From an optimization exercise on the open Yosys and OpenROAD flow, aimed at small area, a short achievable clock period and few clock cycles per item; shortcuts taken in it are not production practice. The RTL was checked by simulation tests, not by an equivalence proof against the original design.

## raven
## skinny_top
module skinny_top (
   output [127:0] cipher_o,
   output reg     done_o,
   input  [127:0] input_i, key_i, tweak1_i, tweak2_i,
   input          clk_i, rst_i, start_i
   ) ;
   reg [127:0] state, tk1, tk2, tk3;
   reg [5:0]   rc;
   reg         busy;    
   wire [127:0] s  [0:2];
   wire [127:0] t1 [0:2];
   wire [127:0] t2 [0:2];
   wire [127:0] t3 [0:2];
   wire [5:0]   c  [0:2];
   assign cipher_o = state;
   assign s[0] = state;
   assign t1[0] = tk1;
   assign t2[0] = tk2;
   assign t3[0] = tk3;
   assign c[0] = rc;
   genvar g;
   generate for (g = 0; g < 2; g = g + 1) begin : rnd
      skinny_round r (.so(s[g+1]), .si(s[g]), .t1(t1[g]), .t2(t2[g]), .t3(t3[g]), .rc(c[g]));
==> flow/config.mk <==
export PLATFORM = sky130hd
export DESIGN_NAME = skinny_top
export DESIGN_NICKNAME = skinny_top
export VERILOG_FILES = /design/flow/design.v
export SDC_FILE = /design/flow/constraint.sdc
export NUM_CORES = 4
export LEC_CHECK = 0
export ABC_AREA = 1
export CAP_MARGIN = 20
export CORE_MARGIN = 2
export CORE_UTILIZATION = 40
export SLEW_MARGIN = 20
==> flow/constraint.sdc <==
create_clock -name core_clock -period 10.0 [get_ports {clk_i}]
set_input_delay 2.0000 -clock core_clock [delete_from_list [all_inputs] [get_ports {clk_i}]]
set_output_delay 2.0000 -clock core_clock [all_outputs]
set_load 0.01 [all_outputs]
standard.sh (not shown) runs the stock make flow with config.mk's settings and CLKGATE_MAP_FILE= SYNTH_SCRIPT=/design/flow/synth_recipe.tcl, a recipe that flattens the netlist after the stock synthesis.
==> flow/flow/run.sh <==
#!/bin/bash
set -euo pipefail
export BUFFER_PORTS_ARGS="-buffer_cell sky130_fd_sc_hd__buf_1"
bash standard.sh SETUP_SLACK_MARGIN=7 finish > make_finish.log 2>&1
Testbench counts of raven, summed over its fixed seeds: cycles 5,384, items 256.
#### Input delta (juniper over raven)
- CTS_BUF_LIST: unset -> sky130_fd_sc_hd__clkbuf_2 sky130_fd_sc_hd__clkbuf_4 sky130_fd_sc_hd__clkbuf_8
- CORE_UTILIZATION: 40 -> 55
--- a/flow/flow/run.sh
+++ b/flow/flow/run.sh
@@ -4 +4 @@
-bash standard.sh SETUP_SLACK_MARGIN=7 finish > make_finish.log 2>&1
+bash standard.sh SETUP_SLACK_MARGIN=0 finish > make_finish.log 2>&1
- juniper closes out successfully: all stages finished, all timing, DRC and antenna checks passed.
- Comparing juniper and raven, the lower setup slack was measured on juniper.
- Slowest cell on the critical path: sky130_fd_sc_hd__dfxtp_4 -> raven, sky130_fd_sc_hd__xor2_1 -> juniper
- juniper vs. raven: initial core utilization went up 15 points; met1 track demand over resource went up 13 points; global-route wire length before repair went down about 11%; total routed wirelength went down 24000 um.
- Standard-cell row count, juniper and raven, lower one = juniper.
Input changes introduced in cedar (baseline for comparison: juniper):
- a deleted CTS_BUF_LIST that had been sky130_fd_sc_hd__clkbuf_2 sky130_fd_sc_hd__clkbuf_4 sky130_fd_sc_hd__clkbuf_8
- a change of CORE_UTILIZATION from 55 to 40
--- a/flow/flow/run.sh
+++ b/flow/flow/run.sh
@@ -4 +4 @@
-bash standard.sh SETUP_SLACK_MARGIN=0 finish > make_finish.log 2>&1
+bash standard.sh SETUP_SLACK_MARGIN=6.5 finish > make_finish.log 2>&1
Results
NOTE maximum number of pins on one net before global-route repair juniper->cedar decreased by more than half
Relative to juniper, the wire length of cedar is higher by about 8%.
Data required time of the worst path on cedar is down relative to juniper.
Detailed-routing wirelength on met1 ends up lower on juniper.
Number of inserted filler cells in the final layout delta for cedar relative to juniper: about 50% higher
juniper was routed with more vias than cedar.
From juniper to cedar the numbers moved as follows: placed instance area picked up an extra 1.1%; peak fanout along the critical path fell by 3; first-iteration DRC count shrank by 840.
For full die area, dividing the value from cedar by the value from juniper gives 1.4.
Edits applied to the flow inputs when going from cedar to amber:
- ABC_AREA no longer set, was 1
--- a/flow/flow/run.sh
+++ b/flow/flow/run.sh
@@ -4 +4 @@
-bash standard.sh SETUP_SLACK_MARGIN=6.5 finish > make_finish.log 2>&1
+bash standard.sh SETUP_SLACK_MARGIN=0 finish > make_finish.log 2>&1
[summary]
Every run in the comparison, cedar and amber, completed the flow with a clean layout. Final-layout clock-cell area share ended up 0.25 points higher on amber than on cedar. In amber, the data required time of the worst path came out 0.03 ns below the value in cedar. amber reports its worst-path cell with the longest stage delay as sky130_fd_sc_hd__a211oi_2 while cedar reports sky130_fd_sc_hd__xor2_2. | die area | lower: amber |. As of amber, synthesized netlist cell count had fallen by more than a quarter compared to cedar. Diff cedar -> amber: maximum fanout along the worst path went up by 3; portion of the clock cycle consumed by the worst path in the final layout rose 17 points. The higher number of buffers outside the clock class in the layout came out of cedar.

* * *

== v33 ==
skinny_top, a different RTL version from the one above (not shown whole).
For scale: ~4300 cells after synthesis, ~520 flip-flops, roughly 640 I/O pins.
Settings: LEC_CHECK=0, ABC_AREA=1, CAP_MARGIN=20, CORE_MARGIN=2, CORE_UTILIZATION=60, CTS_CLUSTER_DIAMETER=100, CTS_CLUSTER_SIZE=20, SLEW_MARGIN=20; clock period 10.0 ns.
==> flow/flow/run.sh <==
#!/bin/bash
set -euo pipefail
export BUFFER_PORTS_ARGS="-buffer_cell sky130_fd_sc_hd__buf_1"
export MY_ABC_SCRIPT="$PWD/flow/abc_map.script"
bash standard.sh SYNTH_SCRIPT="$PWD/flow/my_synth.tcl" SETUP_SLACK_MARGIN=6.6 finish > make_finish.log 2>&1
==> flow/flow/abc_map.script <==
strash
dch
map -B 0.9
topo
stime -c
buffer -c
upsize -c
dnsize -c
==> flow/flow/my_synth.tcl <==
proc synth {args} { yosys synth -nofsm -noshare {*}$args }
# Same as the standard flow's synthesis script, except that ABC's mapping script can be replaced
# by the file named in MY_ABC_SCRIPT.
proc abc {args} {
  if {[info exists ::env(MY_ABC_SCRIPT)] && $::env(MY_ABC_SCRIPT) ne ""} {
    set i [lsearch -exact $args -script]
    if {$i >= 0} { lset args [expr {$i + 1}] $::env(MY_ABC_SCRIPT) }
  }
  yosys abc {*}$args
}
source $::env(SCRIPTS_DIR)/synth.tcl
# left out here: clear keep_hierarchy, flatten, clean up, hide names made inside functions, write 1_2_yosys.v
v33: PASS, flow complete, no timing, DRC or antenna violations
Testbench counts of v33, summed over its fixed seeds: cycles 5,384, items 256.
Modified inputs, v17 compared to v33
Settings: removing CTS_CLUSTER_DIAMETER (formerly 100); removing CTS_CLUSTER_SIZE (formerly 20).
==> flow/flow/run.sh <==
#!/bin/bash
set -euo pipefail
export BUFFER_PORTS_ARGS="-buffer_cell sky130_fd_sc_hd__buf_1"
export MY_ABC_SCRIPT="$PWD/flow/abc_map.script"
bash standard.sh SYNTH_SCRIPT="$PWD/flow/my_synth.tcl" SETUP_SLACK_MARGIN=6.5 finish > make_finish.log 2>&1
==> flow/flow/abc_map.script <==
strash
dch
map -B 0.9 -D 4500
topo
stime -c
buffer -c
upsize -c
dnsize -c
--- outcome ---
v17 was carried through to the last stage, and its layout satisfied the timing, DRC and antenna checks.
v17 vs. v33: die area decreased 3.6%, global-route usage increased 0.31 points, area of the mapped netlist decreased 3.7%, number of flip-flops and latches essentially unchanged.
Looking only at wire length of the first global-routing pass, and setting everything else aside, the lower value of v33 and v17 goes to v17.
v33 has a higher length of routed wiring on met1 than v17.
Side by side, non-clock buffer count turned out lower in v17 than in v33.
v33 -> v17: number of signal-net inverters in the final layout decreased by a few percent
NOTE: met3 layer usage reported by global route in v17 exceeds that of v33
Input-level comparison between v51 and v17:
Settings: changing CORE_UTILIZATION from 60 to 70.
==> flow/flow/abc_map.script <==
strash
dch
map -B 0.9
topo
stime -c
buffer -c
upsize -c
dnsize -c
Results
Relative to v17, simple-gate share of the synthesized area increased by 5.0 points in v51.
Summary of v51 over v17: count of input and output buffers roughly the same, total number of placement rows lower.
Pre-CTS setup slack delta (v51 − v17): favourable
Looking at synthesized area across v17 and v51, the one that comes out lower is v17.
In v51 the total nets after synthesis turned out 7.2% higher than in v17.
For half-perimeter wire length after placement, dividing the value from v51 by the value from v17 gives 1.05.
v51 did not finish: a tool error stopped it during global routing.
v51 ends up with a xor-xnor portion of the synthesized cell area that is 3.3 points lower than in v17.
Changes observed in v51 relative to v17: total placed cells including tap cells grew by 241; effective utilization at floorplan grew by 10 points.

afterwards: timing with drivers on the ports:
The results above use ideal ports. As a check the final layouts listed here were re-extracted and re-timed, cells and wires unchanged.
Step 1, drivers: a clkbuf_16 drives clk_i and a buf_2 each remaining input, both assumed.
Step 2 moves the port delays by t, midway between the first and last clock arrival at a register: inputs arrive t later, outputs are due t later. That takes back most of the time a late clock gives input paths.
Three values: ideal, step 1, step 2; two values: the first two.
run | t (ns) | slack for setup (ns) | worst setup path after step 2 | clock arrival spread, ns
raven | 0.694 | 6.721 / 6.656 / 6.331 | input to register | 0.050 / 0.050
juniper | 0.778 | 5.692 / 5.692 / 5.692 | register to register | 0.036 / 0.035
cedar | 0.694 | 6.512 / 6.512 / 5.935 | input to register | 0.042 / 0.043
amber | 0.690 | 4.773 / 4.773 / 4.773 | register to register | 0.047 / 0.047
v33 | 0.717 | 6.569 / 6.505 / 6.100 | input to register | 0.041 / 0.042
v17 | 0.691 | 6.425 / 6.425 / 5.954 | input to register | 0.036 / 0.036
After both steps setup and hold are still met in every run listed. For cedar, which loses most, drivers alone change the setup slack by 0.000 ns; drivers and shift together by -0.577 ns.
